What follows belongs to an exercise in optimizing a design on an open flow for small area, a short achievable clock period and few clock cycles; a production flow would make more cautious choices.
Only simulation tests tie the RTL to the original design; equivalence was not proved.
Power figures rest on the tool's default switching activity, not on a simulated workload.

<file path="flow/design.v">
`default_nettype none
module Memory_Controller (
  input wire clk,
  input wire reset,
  output reg mem_opdone,
  output reg [3:0] sram_we,
  output reg sram_en,
  output reg [8-1:0] sram_addr,
  output reg [31:0] sram_data_i,
  input wire [31:0] sram_data_o,
  input wire [1:0] wbctrl_mem_op,
  input wire [8-1:0] wbctrl_mem_addr,
  input wire [31:0] wbctrl_mem_data,
  input wire [31:0] operation,
  input wire [1:0] mmul_mem_op,  
  input wire [31:0] mmul_data,
  input wire [8-1:0] mmul_addr,
  input wire [1:0] mconv_mem_op,  
  input wire [31:0] mconv_data,
  input wire [8-1:0] mconv_addr
);
  reg mem_read_wait;
  reg mem_write_wait;
  reg [1:0] mem_ctl_state;
  always @(posedge clk) begin
    if (reset) begin
      mem_opdone <= 0;
      sram_we <= 4'b0000;
      sram_en <= 0;
      mem_write_wait <= 0;
      mem_read_wait <= 0;
      sram_we <= 4'b0000;
      sram_en <= 0;
    end
    else if ( mem_read_wait ) begin
      if( sram_addr != sram_data_o ) begin
        mem_opdone <= 1;
        mem_read_wait  <= 0;
        sram_en <= 0;
        sram_we <= 4'b0000;
      end
    end
    else if ( mem_write_wait ) begin
      if( sram_data_i == sram_data_o ) begin
        mem_opdone <= 1;
        mem_write_wait  <= 0;
        sram_we <= 4'b0000;
        sram_en <= 0;
      end
    end
    else if ( mem_opdone ) begin
      mem_opdone <= 0;
    end
    else if (! mem_opdone ) begin
      if ( wbctrl_mem_op == 2'b01 ) begin  
          sram_we <= 4'b0000;
          sram_en <= 1;
          sram_addr <= wbctrl_mem_addr;
          mem_read_wait <= 1;
      end
      else if ( wbctrl_mem_op == 2'b11 ) begin  
          sram_we <= 4'b1111;
          sram_en <= 1;
          sram_addr <= wbctrl_mem_addr;
          sram_data_i <= wbctrl_mem_data;
          mem_write_wait <= 1;
      end
      else begin
        case ( operation )  
          31'h1: begin  
            case (mmul_mem_op)
              2'b01: begin  
                sram_en <= 1;
                sram_addr <= mmul_addr[8-1:0];
                mem_read_wait <= 1;
              end
              2'b11: begin  
                sram_we <= 4'b1111;
                sram_en <= 1;
                sram_addr <= mmul_addr[8-1:0];
                sram_data_i <= mmul_data;
                mem_write_wait <= 1;
              end
            endcase
          end
          31'h2: begin  
            case (mconv_mem_op)
              2'b01: begin  
                sram_en <= 1;
                sram_addr <= mconv_addr[8-1:0];
                mem_read_wait <= 1;
              end
              2'b11: begin  
                sram_we <= 4'b1111;
                sram_en <= 1;
                sram_addr <= mconv_addr[8-1:0];
                sram_data_i <= mconv_data;
                mem_write_wait <= 1;
              end
            endcase
          end
        endcase
      end
    end
  end
endmodule
module Wishbone_Slave_Controller
#(
  parameter ADDR_OFFSET = 32'h3200_0000
)
(
  input wire         wb_clk_i,
  input wire         wb_rst_i,
  input wire         wb_stb_i,  
  input wire         wb_cyc_i,
  input wire         wb_we_i,
  input wire [3:0]   wb_sel_i,
  input wire [31:0]  wb_adr_i,
  input wire [31:0]  wb_data_i,
  output reg         wb_ack_o,  
  output reg [31:0]  wb_data_o,
  input wire mem_opdone,
  input wire finished,
  output reg [31:0] status,
  output reg [31:0] operation,
  output reg [1:0] wbctrl_mem_op,  
  output reg [8-1:0] wbctrl_mem_addr,
  output reg [31:0] wbctrl_mem_data,
  output wire clk,
  output wire reset,
  input wire [31:0] sram_data,
  input  [127:0] la_data_in,
  output [127:0] la_data_out,  
  input  [127:0] la_oenb,
  input  [15:0] io_in,
  output [15:0] io_out,
  output [15:0] io_oeb,
  output [2:0] irq
);
  assign reset = wb_rst_i;
  assign clk = wb_clk_i;
  assign la_data_out = {{(127-64){1'b0}}, wbctrl_addr_buf, wbctrl_data_buf};
  assign io_out = {operation[1:0],{(15-2){1'b0}}};
  assign irq = 3'b000;	 
  wire rst;
  assign rst = (~la_oenb[65]) ? la_data_in[65]: wb_rst_i;
  assign io_oeb = {(15){rst}};
  integer wb_state;
  reg [31:0] wbctrl_addr_buf;
  reg [31:0] wbctrl_data_buf;
  localparam IDLE = 0;
  localparam WRITE = 1;
  localparam READ = 2;
  localparam WAIT_READ = 3;
  localparam WAIT_READ_DONE = 4;
  localparam WAIT_WRITE_DONE = 5;
  localparam READ_DONE = 6;
  localparam WRITE_DONE = 7;
  always @(posedge clk) begin
    if (reset) begin
      wb_state <= IDLE;
      wb_ack_o <= 1'b0;
      wb_data_o <= 32'b0;
      wbctrl_mem_op <= 2'b00;
      wbctrl_mem_addr <= 8'b0;
      wbctrl_mem_data <= 32'b0;
      wbctrl_addr_buf <= 32'b0;
      wbctrl_data_buf <= 32'b0;
      status <= 0;
      operation <= 0;
    end
    else if (finished) begin
      status <= 0;
    end
    else begin
      case (wb_state)
        IDLE: begin  
          wb_ack_o <= 1'b0;
          if (wb_cyc_i && wb_stb_i && !wb_ack_o) begin
            wbctrl_addr_buf <= wb_adr_i;
            wbctrl_data_buf <= wb_data_i;
            wb_data_o <= 32'h0000_0000;
            if (wb_we_i) begin  
              wb_state <= WRITE;  
            end else begin  
              wb_state <= READ;  
            end
          end
        end
        READ: begin  
          if( (wbctrl_addr_buf-ADDR_OFFSET) == 0) begin
            wb_data_o <= operation;
            wb_state <= READ_DONE;  
            wbctrl_mem_addr <= 8'b0;
          end
          else if( (wbctrl_addr_buf-ADDR_OFFSET) == 4 ) begin
            wb_data_o <= status;
            wb_state <= READ_DONE;  
            wbctrl_mem_addr <= 8'b0;
          end
          else begin
            wbctrl_mem_op <= 2'b01;
            wbctrl_mem_addr <= (wbctrl_addr_buf-ADDR_OFFSET)/4-2;
            wb_state <= WAIT_READ_DONE;  
          end
        end
        WRITE: begin  
          if( (wbctrl_addr_buf-ADDR_OFFSET) == 0 ) begin
            operation <= wbctrl_data_buf;
            wb_state <= WRITE_DONE;  
            wbctrl_mem_addr <= 8'b0;
          end
          else if( (wbctrl_addr_buf-ADDR_OFFSET) == 4 ) begin
            status <= wbctrl_data_buf;
            wb_state <= WRITE_DONE;  
            wbctrl_mem_addr <= 8'b0;
          end
          else begin
            wbctrl_mem_op <= 2'b11;
            wbctrl_mem_data <= wbctrl_data_buf;
            wbctrl_mem_addr <= (wbctrl_addr_buf-ADDR_OFFSET)/4-2;
            wb_state <= WAIT_WRITE_DONE;  
          end
        end
        WAIT_READ_DONE: begin  
          if ( mem_opdone ) begin
            wb_data_o <= sram_data;
            wbctrl_mem_op <= 2'b00;
            wb_state <= READ_DONE;  
          end
        end
        READ_DONE: begin  
          wb_ack_o <= 1'b1;
          wb_state <= IDLE;  
        end
        WAIT_WRITE_DONE: begin  
          if ( mem_opdone ) begin
            wbctrl_mem_op <= 2'b00;
            wb_state <= WRITE_DONE;  
          end
        end
        WRITE_DONE: begin  
          wb_ack_o <= 1'b1;
          wb_state <= IDLE;  
        end
      endcase
    end
  end
endmodule
module Control_Unit(
  input wire clk,
  input wire reset,
  input wire [31:0] status,
  input wire [31:0] operation,
  input wire matrix_mult_done,
  input wire matrix_conv_done,
  output reg multiplier_enable,
  output reg convolution_enable,
  output reg finished
);
  reg started;
  reg busy;
  always @(posedge clk) begin
    if (reset) begin
      busy <= 1'b0;
      started <= 1'b0;
      multiplier_enable <= 1'b0;
      convolution_enable <= 1'b0;
      finished <= 0;
    end
    else if ( started && busy ) begin
      started <= 0;
    end
    else if ( status == 32'h0000_0000 && finished ) begin
       finished <= 0;
    end
    else if ( !finished ) begin
      case ( operation )  
        31'h1: begin  
          if( matrix_mult_done && busy ) begin
            busy <= 1'b0;
            multiplier_enable <= 1'b0;  
            finished <= 1;  
          end
          else if ( status == 32'hffff_ffff ) begin
            busy <= 1'b1;  
            multiplier_enable <= 1'b1;  
            started <= 1'b1;
          end
        end
        31'h2: begin  
          if( matrix_conv_done && busy ) begin
            busy <= 1'b0;
            convolution_enable <= 1'b0;  
            finished <= 1;  
          end
          else if ( status == 32'hffff_ffff ) begin
            busy <= 1'b1;  
            convolution_enable <= 1'b1;  
            started <= 1'b1;
          end
        end
      endcase
    end
  end
endmodule
module Matrix_Multiplication (
  input wire         clk,
  input wire         reset,
  input wire         enable,
  input wire         mem_opdone,
  input wire [31:0] data_i,
  output reg [31:0] data_o,
  output reg [8-1:0]  addr_o,
  output reg [1:0]   mem_operation,  
  output reg         done
);
  reg [31:0] i;
  reg [31:0] j;
  reg [31:0] k;
  reg [31:0] state;
  reg [31:0] height_a;  
  reg [31:0] width_a;  
  reg [31:0] height_b;  
  reg [31:0] width_b;  
  wire [31:0] base_addr_a;
  wire [31:0] base_addr_b;
  wire [31:0] base_addr_c;
  assign base_addr_a = 32'h0000_0004;  
  assign base_addr_b = base_addr_a + height_a*width_a;
  assign base_addr_c = base_addr_b + height_b*width_b;
  reg [31:0] result_buffer;
  reg [31:0] operator1_buffer;
  reg [31:0] operator2_buffer;
  localparam START = 0;
  localparam FETCH_PARAMS = 1;
  localparam LOOP1 = 2;
  localparam LOOP2 = 3;
  localparam LOOP3 = 4;
  localparam LOAD_OPERATOR1 = 5;
  localparam LOAD_OPERATOR2 = 6;
  localparam PERFORM_OPERATION = 7;
  localparam WRITE_RESULT = 8;
  localparam FSM_DONE = 9;
  localparam IDLE = 10;
  always @(posedge clk) begin
    if (reset) begin
      state <= IDLE;
      height_a <= 0;
      width_a <= 0;
      height_b <= 0;
      width_b <= 0;
      mem_operation <= 2'b00;
      addr_o <= 0;
      data_o <= 0;
      i <= 0;
      j <= 0;
      k <= 0;
      done <= 1'b0;  
      result_buffer<= 0;
      operator1_buffer <= 0;
      operator2_buffer <= 0;
    end
    else begin
      case (state)
        START: begin
          state <= FETCH_PARAMS;
          i <= 0;
          j <= 0;
          k <= 0;
          height_a <= 0;
          width_a <= 0;
          height_b <= 0;
          width_b <= 0;
          addr_o <= 0;
          mem_operation <= 2'b00;
          data_o <= 0;
          done <= 0;
          result_buffer<= 0;
          operator1_buffer <= 0;
          operator2_buffer <= 0;
        end
        FETCH_PARAMS: begin
          if ( addr_o == 0 && mem_operation != 2'b01 ) begin
            mem_operation <= 2'b01;  
            addr_o <= 0;
          end
          else if ( addr_o < 5 ) begin
            if (mem_opdone) begin
              case (addr_o)
                0: width_a <= data_i;  
                1: height_a <= data_i;  
                2: width_b <= data_i;  
                3: height_b <= data_i;  
              endcase
              addr_o <= addr_o + 1;
            end
          end
          else begin
            state <= LOOP1;
            addr_o <= 0;
            mem_operation <= 2'b00;  
          end
        end
        LOOP1: begin  
          if (i < height_a) begin
            j <= 0;
            state <= LOOP2;
          end
          else begin
            state <= FSM_DONE;
          end
        end
        LOOP2: begin  
          if (j < width_b ) begin
            state <= LOOP3;
          end
          else begin
            state <= LOOP1;
            i <= i + 1;
          end
        end
        LOOP3: begin  
          if (k < width_a ) begin
            state <= LOAD_OPERATOR1;
          end
          else begin
            state <= WRITE_RESULT;
          end
        end
        LOAD_OPERATOR1: begin
          if ( addr_o == 0 ) begin
            mem_operation <= 2'b01;  
            addr_o <= base_addr_a+i*width_a+k;  
          end
          else if (mem_opdone) begin
            operator1_buffer <= data_i;
            state <= LOAD_OPERATOR2;
            mem_operation <= 2'b00;  
            addr_o <= 0;
          end
        end
        LOAD_OPERATOR2: begin
          if ( addr_o == 0 ) begin
            mem_operation <= 2'b01;  
            addr_o <= base_addr_b+k*width_b+j;  
          end
          else if (mem_opdone) begin
            operator2_buffer <= data_i;
            state <= PERFORM_OPERATION;
            mem_operation <= 2'b00;  
            addr_o <= 0;
          end
        end
        PERFORM_OPERATION: begin
          result_buffer <= result_buffer + operator1_buffer * operator2_buffer;
          state <= LOOP3;
          k <= k + 1;
        end
        WRITE_RESULT: begin
          if ( addr_o == 0 ) begin
            mem_operation <= 2'b11;  
            addr_o <= base_addr_c+i*width_b+j;
            data_o <= result_buffer;
            result_buffer <= 0;
            j <= j + 1;
          end
          else if (mem_opdone) begin
            state <= LOOP2;
            mem_operation <= 2'b00;  
            addr_o <= 0;
          end
          k <= 0;
        end
        FSM_DONE: begin
          done <= 1;
          if ( !enable ) begin
            state <= IDLE;  
          end
        end
        IDLE: begin
          done <= 0;
          if ( enable ) begin
            state <= START;  
          end
        end
      endcase
    end
  end
endmodule
module Matrix_Convolution (
  input wire         clk,
  input wire         reset,
  input wire         enable,
  input wire         mem_opdone,
  input wire [31:0]  data_i,
  output reg [31:0]  data_o,
  output reg [8-1:0]  addr_o,
  output reg [1:0]   mem_operation,  
  output reg         done
);
  reg [31:0] i;
  reg [31:0] j;
  reg [31:0] k;
  reg [31:0] l;
  reg [31:0] state;
  reg [31:0] width_matrix;  
  reg [31:0] height_matrix;  
  reg [31:0] width_filter;  
  reg [31:0] height_filter;  
  wire [31:0] base_addr_a;
  wire [31:0] base_addr_filter;
  wire [31:0] base_addr_result;
  assign base_addr_a = 32'h0000_0004;  
  assign base_addr_filter = base_addr_a + height_matrix*width_matrix;
  assign base_addr_result = base_addr_filter + height_filter*width_filter;
  reg [31:0] result_buffer;
  reg [31:0] operator1_buffer;
  reg [31:0] operator2_buffer;
  localparam START = 0;
  localparam FETCH_PARAMS = 1;
  localparam LOOP1 = 2;
  localparam LOOP2 = 3;
  localparam LOOP3 = 4;
  localparam LOOP4 = 5;
  localparam LOAD_OPERATOR1 = 6;
  localparam LOAD_OPERATOR2 = 7;
  localparam PERFORM_OPERATION = 8;
  localparam WRITE_RESULT = 9;
  localparam FSM_DONE = 10;
  localparam IDLE = 11;
  always @(posedge clk) begin
    if (reset) begin
      height_matrix <= 0;
      width_matrix <= 0;
      height_filter <= 0;
      width_filter <= 0;
      i <= 0;
      j <= 0;
      k <= 0;
      l <= 0;
      data_o <= 0;
      addr_o <= 0;;
      mem_operation <= 2'b00;
      done <= 0;
      state <= IDLE;
      result_buffer <= 0;
      operator1_buffer <= 0;
      operator2_buffer <= 0;
    end
    else begin
      case (state)
        START: begin
          state <= FETCH_PARAMS;
          height_matrix <= 0;
          width_matrix <= 0;
          height_filter <= 0;
          width_filter <= 0;
          i <= 0;
          j <= 0;
          k <= 1;
          l <= 2;
          height_matrix <= 0;
          width_matrix <= 0;
          height_filter <= 0;
          width_filter <= 0;
          addr_o <= 0;
          mem_operation <= 2'b00;
          data_o <= 0;
          done <= 0;
          result_buffer<= 0;
          operator1_buffer <= 0;
          operator2_buffer <= 0;
        end
        FETCH_PARAMS: begin
          if ( addr_o == 0 && mem_operation != 2'b01 ) begin
            mem_operation <= 2'b01;  
            addr_o <= 0;
          end
          else if ( addr_o < 5 ) begin
            if (mem_opdone) begin
              case (addr_o)
                0: width_matrix <= data_i;  
                1: height_matrix <= data_i;  
                2: width_filter <= data_i;  
                3: height_filter <= data_i;  
              endcase
              addr_o <= addr_o + 1;
            end
          end
          else begin
            state <= LOOP1;
            addr_o <= 0;
            mem_operation <= 2'b00;  
          end
        end
        LOOP1: begin  
          if (i < height_matrix - height_filter + 1) begin
            j <= 0;
            state <= LOOP2;
          end
          else begin
            state <= FSM_DONE;
          end
        end
        LOOP2: begin  
          if ( j < width_matrix - width_filter + 1) begin
            k <= 0;
            state <= LOOP3;
          end
          else begin
            state <= LOOP1;
            i <= i + 1;
          end
        end
        LOOP3: begin  
          if (k < height_filter) begin
            l <= 0;
            state <= LOOP4;
          end
          else begin
            state <= WRITE_RESULT;
          end
        end
        LOOP4: begin  
          if (l < width_filter) begin
            state <= LOAD_OPERATOR1;
          end
          else begin
            state <= LOOP3;
            k <= k + 1;
          end
        end
        LOAD_OPERATOR1: begin  
          if ( addr_o == 0 ) begin
            mem_operation <= 2'b01;  
            addr_o <= base_addr_a + (i+k)*width_matrix + (j+l);
          end
          else if (mem_opdone) begin
            operator1_buffer <= data_i;
            state <= LOAD_OPERATOR2;
            mem_operation <= 2'b00;  
            addr_o <= 0;
          end          
        end
        LOAD_OPERATOR2: begin  
          if ( addr_o == 0 ) begin
            mem_operation <= 2'b01;  
            addr_o <= base_addr_filter + k*width_filter + l;
          end
          else if (mem_opdone) begin
            operator2_buffer <= data_i;
            state <= PERFORM_OPERATION;
            mem_operation <= 2'b00;  
            addr_o <= 0;
          end
        end
        PERFORM_OPERATION: begin
          result_buffer <= result_buffer + operator1_buffer * operator2_buffer;
          l <= l + 1;
          state <= LOOP4;
        end
        WRITE_RESULT: begin
          if ( addr_o == 0 ) begin
            mem_operation <= 2'b11;  
            addr_o <= base_addr_result + i*(width_matrix-width_filter+1) + j;
            data_o <= result_buffer;
          end
          else if (mem_opdone) begin
            result_buffer <= 0;
            mem_operation <= 2'b00;  
            addr_o <= 0;
            state <= LOOP2;
            j <= j + 1;
          end
        end
        FSM_DONE: begin
          done <= 1;
          if ( !enable ) begin
            state <= IDLE;  
          end
        end
        IDLE: begin
          done <= 0;
          if ( enable ) begin
            state <= START;  
          end
        end
      endcase
    end
  end
endmodule
module AI_Accelerator_Top #(
  parameter ADDR_OFFSET = 32'h3200_0000
) (
  input wire         wb_clk_i,
  input wire         wb_rst_i,
  input wire         wbs_stb_i,  
  input wire         wbs_cyc_i,
  input wire         wbs_we_i,
  input wire [3:0]   wbs_sel_i,
  input wire [31:0]  wbs_adr_i,
  input wire [31:0]  wbs_dat_i,
  output wire         wbs_ack_o,  
  output wire [31:0]  wbs_dat_o,
  output wire [3:0]  ram_we0,
  output wire        ram_en0,
  output wire [8-1:0] ram_a0,
  output wire [31:0] ram_di0,
  input  wire [31:0] ram_do0
);
  wire clk;
  wire reset;
  wire [3:0] sram_we;
  wire sram_en;
  wire [8-1:0] sram_addr;
  wire [31:0] sram_data_i;
  wire [31:0] sram_data_o;
  assign ram_we0 = sram_we;
  assign ram_en0 = sram_en;
  assign ram_a0 = sram_addr;
  assign ram_di0 = sram_data_i;
  assign sram_data_o = ram_do0;
  wire [31:0] operation;
  wire [31:0] status;
  wire [1:0] wbctrl_mem_op;  
  wire [8-1:0] wbctrl_mem_addr;
  wire [31:0] wbctrl_mem_data;
  wire matrix_mult_done;  
  wire [31:0] mmul_data;
  wire [8-1:0] mmul_addr;
  wire [1:0] mmul_mem_op;  
  wire matrix_conv_done;  
  wire [31:0] mconv_data;
  wire [8-1:0] mconv_addr;
  wire [1:0] mconv_mem_op;  
  wire multiplier_enable;
  wire convolution_enable;
  wire finished;
  wire mem_opdone;
  Memory_Controller mem_ctrl (
    .clk(clk),
    .reset(reset),
    .mem_opdone(mem_opdone),
    .sram_we(sram_we),
    .sram_en(sram_en),
    .sram_addr(sram_addr),
    .sram_data_i(sram_data_i),
    .sram_data_o(sram_data_o),
    .wbctrl_mem_op(wbctrl_mem_op),
    .wbctrl_mem_addr(wbctrl_mem_addr),
    .wbctrl_mem_data(wbctrl_mem_data),
    .operation(operation),
    .mmul_mem_op(mmul_mem_op),
    .mmul_data(mmul_data),
    .mmul_addr(mmul_addr),
    .mconv_mem_op(mconv_mem_op),
    .mconv_data(mconv_data),
    .mconv_addr(mconv_addr)
  );
  Matrix_Multiplication matrix_mult (
    .clk(clk),
    .reset(reset),
    .enable(multiplier_enable),
    .done(matrix_mult_done),
    .addr_o(mmul_addr),
    .data_i(sram_data_o),
    .data_o(mmul_data),
    .mem_opdone(mem_opdone),
    .mem_operation(mmul_mem_op)
  );
  Matrix_Convolution matrix_conv (
    .clk(clk),
    .reset(reset),
    .enable(convolution_enable),
    .done(matrix_conv_done),
    .addr_o(mconv_addr),
    .data_i(sram_data_o),
    .data_o(mconv_data),
    .mem_opdone(mem_opdone),
    .mem_operation(mconv_mem_op)
  );
  Control_Unit ctrl_unit (
    .clk(clk),
    .reset(reset),
    .operation(operation),
    .status(status),
    .matrix_mult_done(matrix_mult_done),
    .matrix_conv_done(matrix_conv_done),
    .multiplier_enable(multiplier_enable),
    .convolution_enable(convolution_enable),
    .finished(finished)
  );
  wire [127:0] la_data_out_nc;
  wire [15:0] io_out_nc;
  wire [15:0] io_oeb_nc;
  wire [2:0] irq_nc;
  Wishbone_Slave_Controller #(ADDR_OFFSET) wb_slave_ctrl (
    .wb_clk_i(wb_clk_i),
    .wb_rst_i(wb_rst_i),
    .wb_stb_i(wbs_stb_i),
    .wb_cyc_i(wbs_cyc_i),
    .wb_we_i(wbs_we_i),
    .wb_sel_i(wbs_sel_i),
    .wb_adr_i(wbs_adr_i),
    .wb_data_i(wbs_dat_i),
    .wb_data_o(wbs_dat_o),
    .wb_ack_o(wbs_ack_o),
    .sram_data(sram_data_o),
    .finished(finished),
    .status(status),
    .operation(operation),
    .mem_opdone(mem_opdone),
    .wbctrl_mem_op(wbctrl_mem_op),
    .wbctrl_mem_addr(wbctrl_mem_addr),
    .wbctrl_mem_data(wbctrl_mem_data),
    .clk(clk),
    .reset(reset),
    .la_data_in(128'b0),
    .la_data_out(la_data_out_nc),
    .la_oenb({128{1'b1}}),
    .io_in(16'b0),
    .io_out(io_out_nc),
    .io_oeb(io_oeb_nc),
    .irq(irq_nc)
  );
endmodule
</file>
<file path="flow/run.sh">
#!/bin/bash
# synth_recipe.tcl (not shown) runs the flow's synth.tcl, then flattens the netlist and writes it again
# the make line also repeats each setting of config.mk as NAME=value (left out here)
make -C /OpenROAD-flow-scripts/flow DESIGN_CONFIG=/design/flow/config.mk WORK_HOME=/design/flow/orfs CLKGATE_MAP_FILE= SYNTH_SCRIPT=/design/flow/synth_recipe.tcl finish
</file>
<file path="flow/config.mk">
export PLATFORM = sky130hd
export DESIGN_NAME = AI_Accelerator_Top
export DESIGN_NICKNAME = AI_Accelerator_Top
export VERILOG_FILES = /design/flow/design.v
export SDC_FILE = /design/flow/constraint.sdc
export NUM_CORES = 8
export LEC_CHECK = 0
export CAP_MARGIN = 20
export CORE_MARGIN = 2
export CORE_UTILIZATION = 40
export SLEW_MARGIN = 20
</file>
<file path="flow/constraint.sdc">
create_clock -name core_clock -period 10.0 [get_ports {wb_clk_i}]
set_input_delay 2.0000 -clock core_clock [delete_from_list [all_inputs] [get_ports {wb_clk_i}]]
set_output_delay 2.0000 -clock core_clock [all_outputs]
set_load 0.01 [all_outputs]
</file>
==> flow_results.org <==
** Outcome
- Result of the run :: complete, no violations

** Finish
- Final nets :: around 13000
- Most frequent standard cell in the layout excluding fill and tap cells :: sky130_fd_sc_hd__nand2_1
- Share of post-route cells with drive strength above 1 :: 0.04031
- Relative to the synthesized area, the layout overhead comes to 9.172%.
- The multi-input combinational cells in the finished layout cover a total of about 0.067 mm2.
- Fill cells in the final layout number 23270.
- The sequential cells in the finished layout cover a total of a little over 0.02 mm2.
- Most used cells in the layout excluding fill and tap cells :: sky130_fd_sc_hd__nand2_1, sky130_fd_sc_hd__inv_1, sky130_fd_sc_hd__fa_1, sky130_fd_sc_hd__dfxtp_1, sky130_fd_sc_hd__a21oi_1

** Clocking
- Total CTS buffers :: between 100 and 150
- Worst skew pair latency :: approximately 0.80 ns
- Cells resized by post-CTS repair :: 0
- Clock H-tree levels :: 3
- Counting along the longest clock path gives a buffer depth of 3.
- Clock-pin slew was measured on the worst setup and hold paths at 0.07 ns.
- After clock tree synthesis, the flow added hold-fix buffers numbering 0.
- The tree built by TritonCTS fans out to 998 sinks.
- Clock tree root driver cell :: sky130_fd_sc_hd__clkbuf_16
- TritonCTS built the clock tree.
- Post CTS Setup Buffer Count :: 0

** Power
- The worst-case IR drop observed on VDD is 0.1832 mV.
- Net switching power :: about 0.0041 W
- For this design the static power due to leakage is between 40 and 50 nW.
- Internal power comes to approximately 0.0076 W.
- The share of total power dissipated in combinational logic is 0.238.
- Of the total power, the share spent switching nets is 0.3514.
- The share of total power dissipated in sequential elements is 0.383.
- Dividing total power by cell area gives a power density of 113.0 mW/mm2.
- Of the total power, the clock network draws 0.379.

** Global routing
- Combined global-route utilization of all metal layers :: 0.2528
- First-pass GRT wire length :: roughly 480000 um
- The number of global-route vias before repair is between 80000 and 90000.
- Entering global routing, the biggest net connects 138 pins.
- Initial antenna violation count :: 8
- Aggregate global routing overflow :: 0

** Placement
- Gp weighted congestion :: roughly 0.93
- The count of buffers added on input and output ports is 178.
- Detailed placer's ending HPWL :: 229800 um

** Floorplan
- The initialized floorplan defines about 180 standard-cell rows.
- The initial utilization of the core area, before any placement, comes to 0.4015.
- Core Area :: between 0.2 and 0.25 mm2
- The floorplan step defined a die boundary enclosing roughly 0.24 mm2.
- During I/O placement, the number of pins put on the boundary was roughly 180.
- The floorplan step set the die height to 492.4 um.
- Die width :: 492.4 um

** Setup path
- The worst setup path is of the reg -> reg kind.
- Data on the critical path is required at its endpoint by 10.70 ns.
- STA classifies the critical path startpoint as a flop.
- STA classifies the critical path endpoint as a flop.
- Arrival time of data at the critical path endpoint :: a little under 9 ns
- Highest fanout seen on the critical path :: 16

** Worst hold path
- Kind of path behind the tightest hold check :: reg -> reg

** Yosys
- Of all flip-flops after synthesis, the portion carrying an async set or reset was 0.
- Counting distinct cell types in the post-synthesis netlist gives 96.
- Of all cell types, the one taking the most synthesized area is sky130_fd_sc_hd__fa_1.
- The synthesized design contains about 1000 register bits.
- During synthesis, Yosys emitted a total of 5 warnings.
- Mapped Area :: between 0.09 and 0.1 mm2
- Counting every instance in the synthesized netlist gives ~12000.
- Synth top area share :: 0.2260
- Synthesis produced a netlist with a net count of about 13000.
- Avg Inst Size Synth :: slightly above 8 um2
- Biggest area contributors in the synthesized netlist :: sky130_fd_sc_hd__fa_1, sky130_fd_sc_hd__dfxtp_1, sky130_fd_sc_hd__ha_1, sky130_fd_sc_hd__nand2_1, sky130_fd_sc_hd__inv_1
- Number of synthesized flops with an enable pin :: 40
- The most used flip-flop cell after synthesis is sky130_fd_sc_hd__dfxtp_1.
- Of the synthesized area, sequential elements account for 0.2136.

** Detailed routing
- For this block, the initial DRC count from the detailed router was 6955.
- The detail route stage leaves a number of antenna-violating nets equal to 0.
- Routed length per instance :: about 21 um
- Summing over every cut layer, the via total after detailed routing is ~79000.
- The first detailed-routing pass ran for 6 iterations.
- Detailed Route WL :: between 300000 and 400000 um
- For this run, design rule violations remaining after detail routing come to 0.
- Dividing the detail-routed via count by the number of cells gives around 5.4.

** Timing
- In this run the tightest slew margin relative to its limit is 0.2346.
- Minimum period implied by the final worst setup slack :: around 8 ns
- Slew at the pin closest to its max-slew limit :: approximately 1.1 ns
- Setup violators final :: 0
- Max-slew violation total from the final report :: 0
- Count of endpoints failing hold in the final timing report :: 0
- Worst hold-check slack :: between 0.4 and 0.5 ns
- Worst setup skew after layout :: about 0.09 ns
- In the final timing run, aggregate negative setup slack is 0 ns.
- Of the available clock period, the critical path in the final layout requires 0.8232.
- Derived from the worst setup path, the maximum achievable clock frequency is roughly 120 MHz.
- Setup repair after global routing left no endpoint under its margin.

** Run
- Maximum Capacitance Violations :: 0
-- synth_stat cells, types with 21 or more instances --
| cell | instances |
|---|---|
| sky130_fd_sc_hd__a2111oi_0 | 27 |
| sky130_fd_sc_hd__a211oi_1 | 74 |
| sky130_fd_sc_hd__a21o_1 | 155 |
| sky130_fd_sc_hd__a21oi_1 | 926 |
| sky130_fd_sc_hd__a22oi_1 | 47 |
| sky130_fd_sc_hd__a31oi_1 | 33 |
| sky130_fd_sc_hd__and2_1 | 678 |
| sky130_fd_sc_hd__and3_1 | 59 |
| sky130_fd_sc_hd__clkbuf_1 | 620 |
| sky130_fd_sc_hd__dfxtp_1 | 958 |
| sky130_fd_sc_hd__edfxtp_1 | 40 |
| sky130_fd_sc_hd__fa_1 | 1077 |
| sky130_fd_sc_hd__ha_1 | 800 |
| sky130_fd_sc_hd__inv_1 | 1550 |
| sky130_fd_sc_hd__mux2i_1 | 89 |
| sky130_fd_sc_hd__nand2_1 | 1738 |
| sky130_fd_sc_hd__nand2b_1 | 42 |
| sky130_fd_sc_hd__nand3_1 | 430 |
| sky130_fd_sc_hd__nand4_1 | 91 |
| sky130_fd_sc_hd__nor2_1 | 639 |
| sky130_fd_sc_hd__nor2b_1 | 37 |
| sky130_fd_sc_hd__nor3_1 | 107 |
| sky130_fd_sc_hd__nor4_1 | 61 |
| sky130_fd_sc_hd__o211ai_1 | 30 |
| sky130_fd_sc_hd__o21a_1 | 34 |
| sky130_fd_sc_hd__o21ai_0 | 193 |
| sky130_fd_sc_hd__o21ai_1 | 21 |
| sky130_fd_sc_hd__o21bai_1 | 23 |
| sky130_fd_sc_hd__or3_1 | 48 |
| sky130_fd_sc_hd__xnor2_1 | 418 |
| sky130_fd_sc_hd__xor2_1 | 164 |
-- per-layer routing --
metal	vias to the layer above	share of wire	wire length (um)	track usage
li1	36510	-	-	-
met1	39210	0.41	127800	0.3284
met2	2902	0.46	140600	0.4084
met3	662	0.078	24240	0.04607
met4	4	0.052	16110	0.1153
met5	-	0.00017	54	0.001174
-- path summary, 6_finish.rpt --
kind	start	endpoint	slack, ns	cells past startpoint
setup / recovery	matrix_mult.operator2_buffer[9]	matrix_mult.result_buffer[31]	1.77	27
hold / removal	matrix_conv.height_filter[14]	matrix_conv.height_filter[14]	0.45	2
setup reg to reg	matrix_mult.operator2_buffer[9]	matrix_mult.result_buffer[31]	1.77	27
hold reg to reg	matrix_conv.height_filter[14]	matrix_conv.height_filter[14]	0.45	2
-- worst max-delay path, cell delays in order, from the launching register on --
cell and delay [ns]:
sky130_fd_sc_hd__dfxtp_1 0.88, sky130_fd_sc_hd__buf_4 0.35, sky130_fd_sc_hd__nand2_1 0.10, sky130_fd_sc_hd__fa_1 0.39, sky130_fd_sc_hd__inv_1 0.08, sky130_fd_sc_hd__fa_1 0.43, sky130_fd_sc_hd__fa_1 0.51, sky130_fd_sc_hd__inv_1 0.05
sky130_fd_sc_hd__fa_1 0.47, sky130_fd_sc_hd__inv_1 0.05, sky130_fd_sc_hd__fa_1 0.50, sky130_fd_sc_hd__inv_1 0.06, sky130_fd_sc_hd__fa_1 0.54, sky130_fd_sc_hd__inv_1 0.06, sky130_fd_sc_hd__fa_1 0.49, sky130_fd_sc_hd__inv_1 0.05
sky130_fd_sc_hd__fa_1 0.50, sky130_fd_sc_hd__inv_1 0.06, sky130_fd_sc_hd__ha_1 0.35, sky130_fd_sc_hd__a21o_1 0.21, sky130_fd_sc_hd__a21o_1 0.17, sky130_fd_sc_hd__a21oi_1 0.19, sky130_fd_sc_hd__o21ai_0 0.13, sky130_fd_sc_hd__a2111oi_0 0.69
sky130_fd_sc_hd__o31ai_1 0.26, sky130_fd_sc_hd__a31oi_1 0.26, sky130_fd_sc_hd__xnor2_1 0.09, sky130_fd_sc_hd__a22o_1 0.19
-- layout make-up --
| class | instances | area share |
|---|---|---|
| multi-input cells | 8295 | 0.6421 |
| flip-flops and latches | 998 | 0.1957 |
| inverters | 1554 | 0.05601 |
| well taps | 3167 | 0.03805 |
| clock buffers | 155 | 0.03137 |
| repair buffers | 350 | 0.02967 |
| clock inverters | 59 | 0.006884 |
| diodes | 7 | 0.0001682 |
-- power by group through the flow --
stage               logic (W)  clock network [W]  registers, W
floorplan             0.00178                  0       0.00443
global placement      0.00271                  0       0.00457
detailed placement    0.00275                  0       0.00458
CTS                   0.00277            0.00452       0.00450
global route          0.00303            0.00469       0.00452
finish                0.00280            0.00447       0.00451
-- kinds of logic after synthesis --
kind of cell	Yosys count	share of synthesized area
flops	998	0.2136
xor+xnor	584	0.05392
compound gates	1724	0.1088
buf+inv	2210	0.08738
mux	96	0.01016
simple gates	4014	0.1952
fa+ha+maj	1877	0.3309
-- stage by stage --
stage | area (um2) | std cells | setup slack (ns) | power (W) | util
2_1_floorplan | 95400 | 11500 | 2.740 | 0.006206 | -
3_3_place_gp | 100100 | 14360 | 1.724 | 0.007281 | 0.4214
3_5_place_dp | 100100 | 14360 | 1.848 | 0.007338 | 0.4214
4_1_cts | 104100 | 14580 | 1.824 | 0.01179 | 0.4382
5_1_grt | 104100 | 14580 | 1.354 | 0.01223 | 0.4382
6_report | 104100 | 14590 | 1.768 | 0.01177 | 0.4383
Testbench counts, summed over its fixed seeds: cycles 163,008.

separate check: timing with driven ports:
The flow's constraints put no driver on any port. The routed layout listed below was extracted and timed again, unchanged, in two steps. Step 1: set_driving_cell puts a clkbuf_16 on wb_clk_i and a buf_2 on each other input, an assumption about the parent block. Step 2 times the ports against the registers' clock, not the clock port: input delays grow and output delays shrink by t, the midpoint of the rising clock arrivals with the driver on. Three values: ideal ports, drivers, drivers and shift; two values: the first two.
shift t [ns]: 0.844
setup slack, ns: 1.768 / 1.768 / 1.768
cell pins on the clock port's net: 1
After both steps setup and hold are still met in this run. For this run, drivers alone change the setup slack by 0.000 ns; drivers and shift together by 0.000 ns.
